Background: an optimization exercise with open tools, aiming at small area and a short achievable clock period. Do not read the settings as production practice.
At most, simulation tests tie the RTL to the original design; equivalence was not proved.
Power and IR drop assume default switching activity.

==> run F: inputs <==
## ALU_TOP
module ALU_TOP (
  input  wire [15:0] A, B,
  input  wire [3:0]  ALU_FUN,
  input  wire        CLK,
  input  wire        RST,
  output reg  [31:0] ARITH_OUT,
  output reg  [15:0] LOGIC_OUT,
  output wire [15:0] CMP_OUT,
  output reg  [15:0] SHIFT_OUT,
  output reg         CMP_FLAG, CARRY_OUT, LOGIC_FLAG, SHIFT_FLAG, ARITH_FLAG
);
Settings: LEC_CHECK=0, ABC_AREA=1, CAP_MARGIN=20, CORE_MARGIN=2, CORE_UTILIZATION=40, SLEW_MARGIN=20; clock period 130.0 ns.
standard.sh (not shown) runs the stock make flow with config.mk's settings and CLKGATE_MAP_FILE= SYNTH_SCRIPT=/design/flow/synth_recipe.tcl, a recipe that flattens the netlist after the stock synthesis.
==> flow/flow/run.sh <==
#!/bin/bash
# Own layout flow: the standard synthesis, then a netlist pass that moves
# full adders to the polarity that needs the fewest inverters (flow/polfix.py),
# then the standard layout from floorplan to finish.  flow/env.sh sets the
# resizer's setup margin (how far below the clock period its repair aims) and
# any other ORFS variables for the layout steps.
set -euo pipefail
R=orfs/results/${FLOW_PLATFORM}/ALU_TOP/base
bash standard.sh synth > run_synth.log 2>&1
cp "$R/1_2_yosys.v" polfix_in.v
python3 flow/polfix.py polfix_in.v polfix_out.v > polfix.log 2>&1
cp polfix_out.v "$R/1_2_yosys.v"
touch "$R/1_2_yosys.v"
source flow/env.sh
bash standard.sh finish > run_layout.log 2>&1
==> flow/flow/env.sh <==
export SETUP_SLACK_MARGIN=77
export TNS_END_PERCENT=0
export BUFFER_PORTS_ARGS="-buffer_cell sky130_fd_sc_hd__buf_1"
Other scripts of this flow, unchanged in this note and not shown: flow/flow/polfix.py
==> run D (differences from run F) <==
==> flow/flow/env.sh (replaced) <==
export SETUP_SLACK_MARGIN=75
export BUFFER_PORTS_ARGS="-buffer_cell sky130_fd_sc_hd__buf_1"
==> summary.txt <==
- Run D completed with no timing, DRC or antenna violations. Run F completed without violations.
- Of run D and run F, run F has the higher combinational power (gap about 2%, measured against run F).
- Of run F and run D, run F has the higher design area (gap about 4%, measured against run D).
- Of run D and run F, run F has the higher wire length (gap 2.4%, measured against run F).
- Power: run F is higher than run D (about 1.6%).
- In area after synthesis, run F and run D do not differ.
- In flip-flop and latch count, run F and run D do not differ.
- Between run F and run D, the lower utilization is in run D (gap 1.7 points).
- Of run D and run F, run F has the higher worst setup slack (gap 1.3 ns).
- In sequential power, run D and run F hardly differ.
==> figures <==
|  | run F | run D |
|---|---|---|
| Relative contribution of sequential cells to total power | 0.112 | 0.114 |
| Post-CTS Setup Bufs | 13 | 0 |
| Wire length of the first global-routing pass | 80700 um | 80400 um |
| Total GRT Usage | 0.257 | 0.256 |
| Clock buffer and inverter area fraction after layout | 0.0158 | 0.0164 |
| Crit path DAT | 51.43 ns | 52.75 ns |
| Proportion of power drawn by combinational gates | 0.770 | 0.767 |
| Max Clk Rate | 19.5 MHz | 19.1 MHz |
| Share of final-layout standard cells stronger than drive strength 1 | 0.187 | 0.134 |
| Number of design-rule violations left by the first detailed-router iteration | 1051 | 1045 |
| Sequential share of cell area | 0.0956 | 0.0994 |
| Routed length per placed instance | 20.1 um | 20.0 um |
| Length of routed met3 wiring | 3760 um | 3720 um |
| Outcome | complete, no violations | complete, no violations |
| Met2 wire length | 26300 um | 25400 um |
| Multi-input comb cells | 1639 | 1636 |
| Routing usage on met1 | 0.321 | 0.322 |
| Clock network power | 26.6 uW | 26.5 uW |
| Int Pwr | 111 uW | 109 uW |
| Total of plain and repair buffers excluding clock buffers | 236 | 197 |


==> v29: inputs <==
ALU_TOP, a different RTL version from the one above (not shown whole).
==> module ALU_TOP, before the edit <==
module ALU_TOP (
  input  wire [15:0] A, B,
  input  wire [3:0]  ALU_FUN,
  input  wire        CLK,
  input  wire        RST,
  output reg  [31:0] ARITH_OUT,
  output reg  [15:0] LOGIC_OUT,
  output wire [15:0] CMP_OUT,
  output reg  [15:0] SHIFT_OUT,
  output reg         CMP_FLAG, CARRY_OUT, LOGIC_FLAG, SHIFT_FLAG, ARITH_FLAG
);
  wire [1:0] unit = ALU_FUN[3:2];
  wire [1:0] op   = ALU_FUN[1:0];
  wire        sub = unit[1] | op[0];
  wire [16:0] s   = {1'b0, A} + {1'b0, B ^ {16{sub}}} + sub;
  wire        c16 = s[16];
  wire        eq  = (A == B);
  wire        lt  = ~c16;
  wire        gt  = c16 & ~eq;
  wire [31:0] prod;
  mul16 u_mul (.a(A), .b(B), .p(prod));
  wire [15:0] q;
  div16 u_div (.a(A), .b(B), .q(q));
  reg [32:0] arith;
  always @* begin
    case (op)
      2'b00: arith = {16'd0, s};
      2'b01: arith = {{16{~c16}}, s[16:0] ^ 17'h10000} ;
      2'b10: arith = {1'b0, prod};
      default: arith = {17'd0, q};
    endcase
  end
  reg [15:0] logic_r;
  always @* begin
    case (op)
      2'b00: logic_r = A & B;
      2'b01: logic_r = A | B;
      2'b10: logic_r = ~(A & B);
      default: logic_r = ~(A | B);
    endcase
  end
  reg cmp_r;
  always @* begin
    case (op)
      2'b00: cmp_r = 1'b0;
      2'b01: cmp_r = eq;
      2'b10: cmp_r = gt;
      default: cmp_r = lt;
    endcase
  end
  reg [15:0] shift_r;
  always @* begin
    case (op)
      2'b00: shift_r = {1'b0, A[15:1]};
      2'b01: shift_r = {A[14:0], 1'b0};
      2'b10: shift_r = {1'b0, B[15:1]};
      default: shift_r = {B[14:0], 1'b0};
    endcase
  end
  reg cmp_bit;
  assign CMP_OUT = {15'd0, cmp_bit};
  always @(posedge CLK or negedge RST) begin
    if (!RST) begin
      {CARRY_OUT, ARITH_OUT} <= 33'd0;
      ARITH_FLAG <= 1'b0;
      LOGIC_OUT  <= 16'd0;
      LOGIC_FLAG <= 1'b0;
      cmp_bit    <= 1'b0;
      CMP_FLAG   <= 1'b0;
      SHIFT_OUT  <= 16'd0;
      SHIFT_FLAG <= 1'b0;
    end else begin
      {CARRY_OUT, ARITH_OUT} <= (unit == 2'b00) ? arith : 33'd0;
      ARITH_FLAG <= (unit == 2'b00);
      LOGIC_OUT  <= (unit == 2'b01) ? logic_r : 16'd0;
      LOGIC_FLAG <= (unit == 2'b01);
      cmp_bit    <= (unit == 2'b10) & cmp_r;
      CMP_FLAG   <= (unit == 2'b10) & (cmp_r | (op == 2'b00));
      SHIFT_OUT  <= (unit == 2'b11) ? shift_r : 16'd0;
      SHIFT_FLAG <= (unit == 2'b11);
    end
  end
endmodule
Settings: LEC_CHECK=0, ABC_AREA=1, CAP_MARGIN=20, CORE_MARGIN=2, CORE_UTILIZATION=40, SLEW_MARGIN=20; clock period 130.0 ns.
==> flow/flow/run.sh <==
#!/bin/bash
# Own layout flow: the standard synthesis, then a netlist pass that moves
# full adders to the polarity that needs the fewest inverters (flow/polfix.py),
# then the standard layout from floorplan to finish, with the resizer's
# setup repair asked to keep a margin below the clock period.
set -euo pipefail
R=orfs/results/${FLOW_PLATFORM}/ALU_TOP/base
bash standard.sh synth > run_synth.log 2>&1
cp "$R/1_2_yosys.v" polfix_in.v
python3 flow/polfix.py polfix_in.v polfix_out.v > polfix.log 2>&1
cp polfix_out.v "$R/1_2_yosys.v"
touch "$R/1_2_yosys.v"
export SETUP_SLACK_MARGIN=$(cat flow/setup_margin.txt)
bash standard.sh finish > run_layout.log 2>&1
==> flow/flow/setup_margin.txt <==
0
Other scripts of this flow, unchanged in this note and not shown: flow/flow/polfix.py
==> inputs of v32, as changes to v29 <==
--- a/flow/design.v
+++ b/flow/design.v
@@ -1193,7 +1193,18 @@
   wire [1:0] op   = ALU_FUN[1:0];
   wire        sub = unit[1] | op[0];
-  wire [16:0] s   = {1'b0, A} + {1'b0, B ^ {16{sub}}} + sub;
+  wire [15:0] bx = B ^ {16{sub}};
+  wire [16:0] cy;
+  wire [16:0] s;
+  assign cy[0] = sub;
+  genvar i;
+  generate
+    for (i = 0; i < 16; i = i + 1) begin : add_bit
+      assign s[i]    = A[i] ^ bx[i] ^ cy[i];
+      assign cy[i+1] = (A[i] & bx[i]) | (A[i] & cy[i]) | (bx[i] & cy[i]);
+    end
+  endgenerate
+  assign s[16] = cy[16];
   wire        c16 = s[16];
-  wire        eq  = (A == B);
+  wire        eq  = ~|s[15:0];
   wire        lt  = ~c16;
   wire        gt  = c16 & ~eq;
==> flow/flow/setup_margin.txt (replaced) <==
80
==> inputs of v5, as changes to v29 <==
--- a/flow/design.v
+++ b/flow/design.v
@@ -1193,7 +1193,18 @@
   wire [1:0] op   = ALU_FUN[1:0];
   wire        sub = unit[1] | op[0];
-  wire [16:0] s   = {1'b0, A} + {1'b0, B ^ {16{sub}}} + sub;
+  wire [15:0] bx = B ^ {16{sub}};
+  wire [16:0] cy;
+  wire [16:0] s;
+  assign cy[0] = sub;
+  genvar i;
+  generate
+    for (i = 0; i < 16; i = i + 1) begin : add_bit
+      assign s[i]    = A[i] ^ bx[i] ^ cy[i];
+      assign cy[i+1] = (A[i] & bx[i]) | (A[i] & cy[i]) | (bx[i] & cy[i]);
+    end
+  endgenerate
+  assign s[16] = cy[16];
   wire        c16 = s[16];
-  wire        eq  = (A == B);
+  wire        eq  = ~|s[15:0];
   wire        lt  = ~c16;
   wire        gt  = c16 & ~eq;
==> flow/flow/setup_margin.txt (replaced) <==
90
==> notes <==
Synthesized cell count: v29 is larger than v32 (about 4%). In count of clock-buffer cells in the layout, v32 and v5 do not differ. Global-route usage: v5 > v29 > v32. Against v29, the area after synthesis of v32 is lower by about 1.6%.
For v32 and v5, only the layout was checked, not whether the RTL still works.

re-timing with driven ports:
No port has a modelled driver above. Below, the same layouts with a new extraction and two added sets of constraints. Step 1 assumes that a clkbuf_16 drives the clock port and a buf_2 every other input. Step 2 moves the port delays by t, midway between the first and last clock arrival at a register: inputs arrive t later, outputs are due t later. That takes back most of the time a late clock gives input paths. Three values: ideal, step 1, step 2; two values: the first two.
run | t, ns | slack for setup (ns) | cell pins on the clock port's net
run F | 0.431 | 78.830 / 78.856 / 78.425 | 1
run D | 0.431 | 77.507 / 77.540 / 77.109 | 1
v29 | 0.442 | 74.090 / 74.120 / 73.678 | 1
v32 | 0.432 | 80.873 / 80.894 / 80.462 | 1
v5 | 0.448 | 81.144 / 81.156 / 80.708 | 1
After both steps every run listed still meets setup and hold. The setup slack of v5, which loses most, moves by +0.012 ns with the drivers and by -0.436 ns with both steps.
